Context: an optimization exercise on an open-source flow, tuned for small area. The choices shown serve that exercise and are no tape-out recipe.
Function was checked by simulation only, so behaviour that the tests miss may differ from the original.
The clock port is modelled as an ideal driver, which makes a skipped or thinned clock tree look cheaper than it is; a real chip needs a root buffer or a tree.
Power is estimated from default activity; no workload was simulated.

==> inputs of 06-25 <==
Design Traffic_light, start of the top module:
module Traffic_light(
	input button_bressed, clk, reset,
	output green_led, yellow_led, red_led
    );
==> module delay_s, before the edit <==
module delay_s (
	input clk,
	input load,
	output timeout
    );
	localparam [20:0] P  = 21'haaaaa;
	localparam [20:0] C1 = 21'h5bc56;
	reg  [20:0] q;
	wire [20:0] c = q ^ P;
	assign timeout = ((c & 21'h1ffbfb) == 21'h1893c9);
	always @(posedge clk) begin
		q[20:1] <= (load ? C1[20:1] : c[19:0]) ^ P[20:1];
		q[0] <= ~(load | timeout) & (c[20] ^ c[1]);
	end
endmodule
==> module debounce, before the edit <==
module debounce(
	input button_bressed, clk, reset,
	output button_state
    );
	localparam [9:0] P  = 10'h2aa;
	localparam [9:0] S0 = 10'h155;
	reg b, cnt;
	reg  [9:0] q;
	wire [9:0] d = q ^ P;
	wire timeout = ((d & 10'h2ff) == 10'h2aa);
	always @(posedge clk, posedge reset)
		if (reset) begin
			b <= 1'b0;
			cnt <= 1'b0;
		end else if (cnt) begin
			if (timeout) begin
				cnt <= 1'b0;
				b <= button_bressed;
			end
		end else
			cnt <= button_bressed ^ b;
	always @(posedge clk)
		q <= (cnt ? {d[8:0], d[9] ^ d[6]} : S0) ^ P;
	assign button_state = b;
endmodule
==> flow/config.mk <==
export PLATFORM = sky130hd
export DESIGN_NAME = Traffic_light
export DESIGN_NICKNAME = Traffic_light
export VERILOG_FILES = /design/flow/design.v
export SDC_FILE = /design/flow/constraint.sdc
export NUM_CORES = 4
export LEC_CHECK = 0
export CAP_MARGIN = 20
export CORE_MARGIN = 2
export CORE_UTILIZATION = 25
export SLEW_MARGIN = 20
==> flow/constraint.sdc <==
create_clock -name core_clock -period 10.0 [get_ports {clk}]
set_input_delay 2.0000 -clock core_clock [delete_from_list [all_inputs] [get_ports {clk}]]
set_output_delay 2.0000 -clock core_clock [all_outputs]
set_load 0.01 [all_outputs]
standard.sh (not shown) runs the stock make flow with config.mk's settings and CLKGATE_MAP_FILE= SYNTH_SCRIPT=/design/flow/synth_recipe.tcl, a recipe that flattens the netlist after the stock synthesis.
==> flow/flow/run.sh <==
#!/bin/bash
# Own layout flow: the standard ORFS flow (standard.sh) with
#  - the standard synthesis script, except that ABC maps with an area script,
#  - unit-size port buffers,
#  - a one-level clock tree built by flow/cts.tcl (3 buf_4 buffers off the clock port),
#  - power recovery (downsizing of gates off the critical path).
# Each step's full output stays in orfs/logs; make's output goes to flow_make.log.
set -euo pipefail
W=$PWD
export MY_ABC_SCRIPT=$W/flow/area.script
export MY_CTS_N=${MY_CTS_N:-3}
export MY_CTS_BUF=${MY_CTS_BUF:-sky130_fd_sc_hd__buf_4}
bash standard.sh \
  SYNTH_SCRIPT=$W/flow/my_synth.tcl \
  BUFFER_PORTS_ARGS="-buffer_cell sky130_fd_sc_hd__buf_1" \
  PRE_CTS_TCL=$W/flow/cts.tcl \
  RECOVER_POWER=100 \
  finish > $W/flow_make.log 2>&1
==> flow/flow/area.script <==
strash
dch -f
amap
topo
==> flow/flow/cts.tcl <==
# PRE_CTS_TCL hook: replaces clock_tree_synthesis with a one-level clock tree.
# The flip-flops are split into MY_CTS_N groups by position (k-means); each group
# gets one MY_CTS_BUF buffer at its centre, driven straight from the clock port.
rename clock_tree_synthesis orig_clock_tree_synthesis
proc clock_tree_synthesis {args} {
  set block [ord::get_db_block]
  set db [ord::get_db]
  set k $::env(MY_CTS_N)
  set master [$db findMaster $::env(MY_CTS_BUF)]
  set clk [$block findNet clk]
  set sinks {}
  foreach it [$clk getITerms] {
    if {[$it isInputSignal] || [[$it getMTerm] getSigType] == "CLOCK" || [$it getMTerm] != ""} {
      lappend sinks $it
    }
  }
  # positions
  set pts {}
  foreach it $sinks {
    set b [[$it getInst] getBBox]
    lappend pts [list [expr {([$b xMin]+[$b xMax])/2.0}] [expr {([$b yMin]+[$b yMax])/2.0}]]
  }
  set n [llength $sinks]
  # k-means, initialised by sorting on x+y
  set order [lsort -real -indices [lmap p $pts {expr {[lindex $p 0]*1.0+[lindex $p 1]}}]]
  set cent {}
  for {set c 0} {$c < $k} {incr c} {
    lappend cent [lindex $pts [lindex $order [expr {int(($c+0.5)*$n/$k)}]]]
  }
  for {set iter 0} {$iter < 50} {incr iter} {
    set asg {}
    foreach p $pts {
      set best 0; set bd 1e30
      for {set c 0} {$c < $k} {incr c} {
        set q [lindex $cent $c]
        set d [expr {abs([lindex $p 0]-[lindex $q 0]) + abs([lindex $p 1]-[lindex $q 1])}]
        if {$d < $bd} { set bd $d; set best $c }
      }
      lappend asg $best
    }
    set newc {}
    for {set c 0} {$c < $k} {incr c} {
      set sx 0; set sy 0; set m 0
      foreach p $pts a $asg { if {$a == $c} { set sx [expr {$sx+[lindex $p 0]}]; set sy [expr {$sy+[lindex $p 1]}]; incr m } }
      if {$m > 0} { lappend newc [list [expr {$sx/$m}] [expr {$sy/$m}]] } else { lappend newc [lindex $cent $c] }
    }
    set cent $newc
  }
  for {set c 0} {$c < $k} {incr c} {
    set inst [odb::dbInst_create $block $master "clkbuf_leaf_$c"]
    set net [odb::dbNet_create $block "clknet_leaf_$c"]
    $net setSigType CLOCK
    [$inst findITerm A] connect $clk
    [$inst findITerm X] connect $net
    set q [lindex $cent $c]
    $inst setLocation [expr {int([lindex $q 0])}] [expr {int([lindex $q 1])}]
    $inst setPlacementStatus PLACED
    set m 0
    foreach it $sinks a $asg {
      if {$a == $c} { $it disconnect; $it connect $net; incr m }
    }
    puts "clock group $c: $m sinks, buffer at $q"
  }
  set_propagated_clock [all_clocks]
}
==> flow/flow/my_synth.tcl <==
proc synth {args} { yosys synth -nofsm -noshare {*}$args }
proc abc {args} {
  set i [lsearch -exact $args -script]
  if {$i >= 0 && [info exists ::env(MY_ABC_SCRIPT)]} { set args [lreplace $args [expr {$i+1}] [expr {$i+1}] $::env(MY_ABC_SCRIPT)] }
  yosys abc {*}$args
}
source $::env(SCRIPTS_DIR)/synth.tcl
# left out here: clear keep_hierarchy, flatten, clean up, hide names made inside functions, write 1_2_yosys.v
==> inputs of 07-21, as changes to 06-25 <==
--- a/flow/design.v
+++ b/flow/design.v
@@ -4,25 +4,26 @@
 	output timeout
     );
 	localparam [20:0] P  = 21'haaaaa;
+	localparam [20:0] T  = 21'h1893c9;
 	localparam [20:0] C1 = 21'h5bc56;
 	reg  [20:0] q;
 	wire [20:0] c = q ^ P;
-	assign timeout = ((c & 21'h1ffbfb) == 21'h1893c9);
-	always @(posedge clk) begin
-		q[20:1] <= (load ? C1[20:1] : c[19:0]) ^ P[20:1];
-		q[0] <= ~(load | timeout) & (c[20] ^ c[1]);
-	end
+	assign timeout = (c == T);
+	wire fb = c[20] ^ c[1] ^ timeout;
+	always @(posedge clk)
+		q <= (load ? C1 : {c[19:0], fb}) ^ P;
 endmodule
 module debounce(
 	input button_bressed, clk, reset,
 	output button_state
     );
-	localparam [9:0] P  = 10'h2aa;
-	localparam [9:0] S0 = 10'h155;
+	localparam [9:0] P    = 10'h2aa;
+	localparam [9:0] S0   = 10'h3ff;
+	localparam [9:0] TERM = 10'h7f;
 	reg b, cnt;
 	reg  [9:0] q;
 	wire [9:0] d = q ^ P;
-	wire timeout = ((d & 10'h2ff) == 10'h2aa);
+	wire timeout = (d == TERM);
 	always @(posedge clk, posedge reset)
 		if (reset) begin
 			b <= 1'b0;
==> flow/run.sh (new file) <==
#!/bin/bash
# synth_recipe.tcl (not shown) runs the flow's synth.tcl, then flattens the netlist and writes it again
# the make line also repeats each setting of config.mk as NAME=value (left out here)
make -C /OpenROAD-flow-scripts/flow DESIGN_CONFIG=/design/flow/config.mk WORK_HOME=/design/flow/orfs CLKGATE_MAP_FILE= SYNTH_SCRIPT=/design/flow/synth_recipe.tcl finish
removed: flow/flow/run.sh
removed: flow/flow/area.script
removed: flow/flow/cts.tcl
removed: flow/flow/my_synth.tcl
removed: flow/standard.sh
==> inputs of 04-03, as changes to 06-25 <==
==> flow/run.sh (new file) <==
#!/bin/bash
# synth_recipe.tcl (not shown) runs the flow's synth.tcl, then flattens the netlist and writes it again
# the make line also repeats each setting of config.mk as NAME=value (left out here)
make -C /OpenROAD-flow-scripts/flow DESIGN_CONFIG=/design/flow/config.mk WORK_HOME=/design/flow/orfs CLKGATE_MAP_FILE= SYNTH_SCRIPT=/design/flow/synth_recipe.tcl finish
removed: flow/flow/run.sh
removed: flow/flow/area.script
removed: flow/flow/cts.tcl
removed: flow/flow/my_synth.tcl
removed: flow/standard.sh
==> metrics.md <==
| Metric | Value |
|---|---|
| Family with the most delay on the worst path | `simple AND/OR/NAND/NOR gates` |
| Cell count after placement | `~160` |
| Final hold slack | `about 0.37 ns` |
| Reg2reg start | `s[0]$_DFFE_PP0P_` |
| Commonest non-fill, non-tap cells in the layout | `31 x dfxtp_1, 27 x nand2_1, 19 x nor2_1` |
| Post-Synth Simple-Gate Area | `0.236` |
| Status | `timing/DRC/antenna clean` |
| Clock transition at the registers of the reported paths | `around 0.11 ns` |
| Placed inst area | `~1200 um2` |
| Routed WL per cell | `10.2 um` |
[end of results for 06-25]
==> metrics.md <==
| Metric | Value |
|---|---|
| Status | `timing/DRC/antenna clean` |
| Final hold slack | `0.374 ns` |
| Family with the most delay on the worst path | `buffers and inverters` |
| Placed inst area | `roughly 1300 um2` |
| Routed WL per cell | `around 11 um` |
| Reg2reg start | `db.cnt$_DFF_PP0_` |
| Post-Synth Simple-Gate Area | `0.255` |
| Commonest non-fill, non-tap cells in the layout | `31 x dfxtp_1, 20 x nand2_1, 14 x nor2_1` |
[end of results for 07-21]
==> metrics.md <==
| Metric | Value |
|---|---|
| Post-Synth Simple-Gate Area | `0.219` |
| Commonest non-fill, non-tap cells in the layout | `31 x dfxtp_1, 24 x nand2_1, 9 x nor2_1` |
| Family with the most delay on the worst path | `buffers and inverters` |
| Routed WL per cell | `between 10 and 15 um` |
| Sequential power | `about 0.25 mW` |
| Status | `timing/DRC/antenna clean` |
| Final hold slack | `0.374 ns` |
| Cell count after placement | `152` |
| Placed inst area | `1180 um2` |
| Reg2reg start | `s[1]$_DFFE_PP0P_` |
| Clock transition at the registers of the reported paths | `approximately 0.070 ns` |
[end of results for 04-03]
In 06-25 the design's own scripts or RTL, not TritonCTS, make the clock network.

-- port drivers added, routing unchanged --
In the flow no input, the clock included, has a driving cell. The finished layouts below were timed again as built, in two steps. Step 1, drivers: a clkbuf_16 drives clk and a buf_2 each remaining input, both assumed. Step 2 also shifts input and output timing later by t, the mid clock arrival at the registers, as if the neighbouring blocks saw the same clock. Slacks: ideal / step 1 / step 2; pairs: ideal / step 1.
run | shift t [ns] | setup slack, ns | worst hold slack (ns)
06-25 | 0.174 | 6.449 / 6.415 / 6.590 | 0.370 / 0.370 / 0.370
07-21 | 0.303 | 5.910 / 5.889 / 6.192 | 0.374 / 0.374 / 0.374
04-03 | 0.304 | 5.879 / 5.854 / 6.158 | 0.374 / 0.374 / 0.374
After both steps every run listed still meets setup and hold.
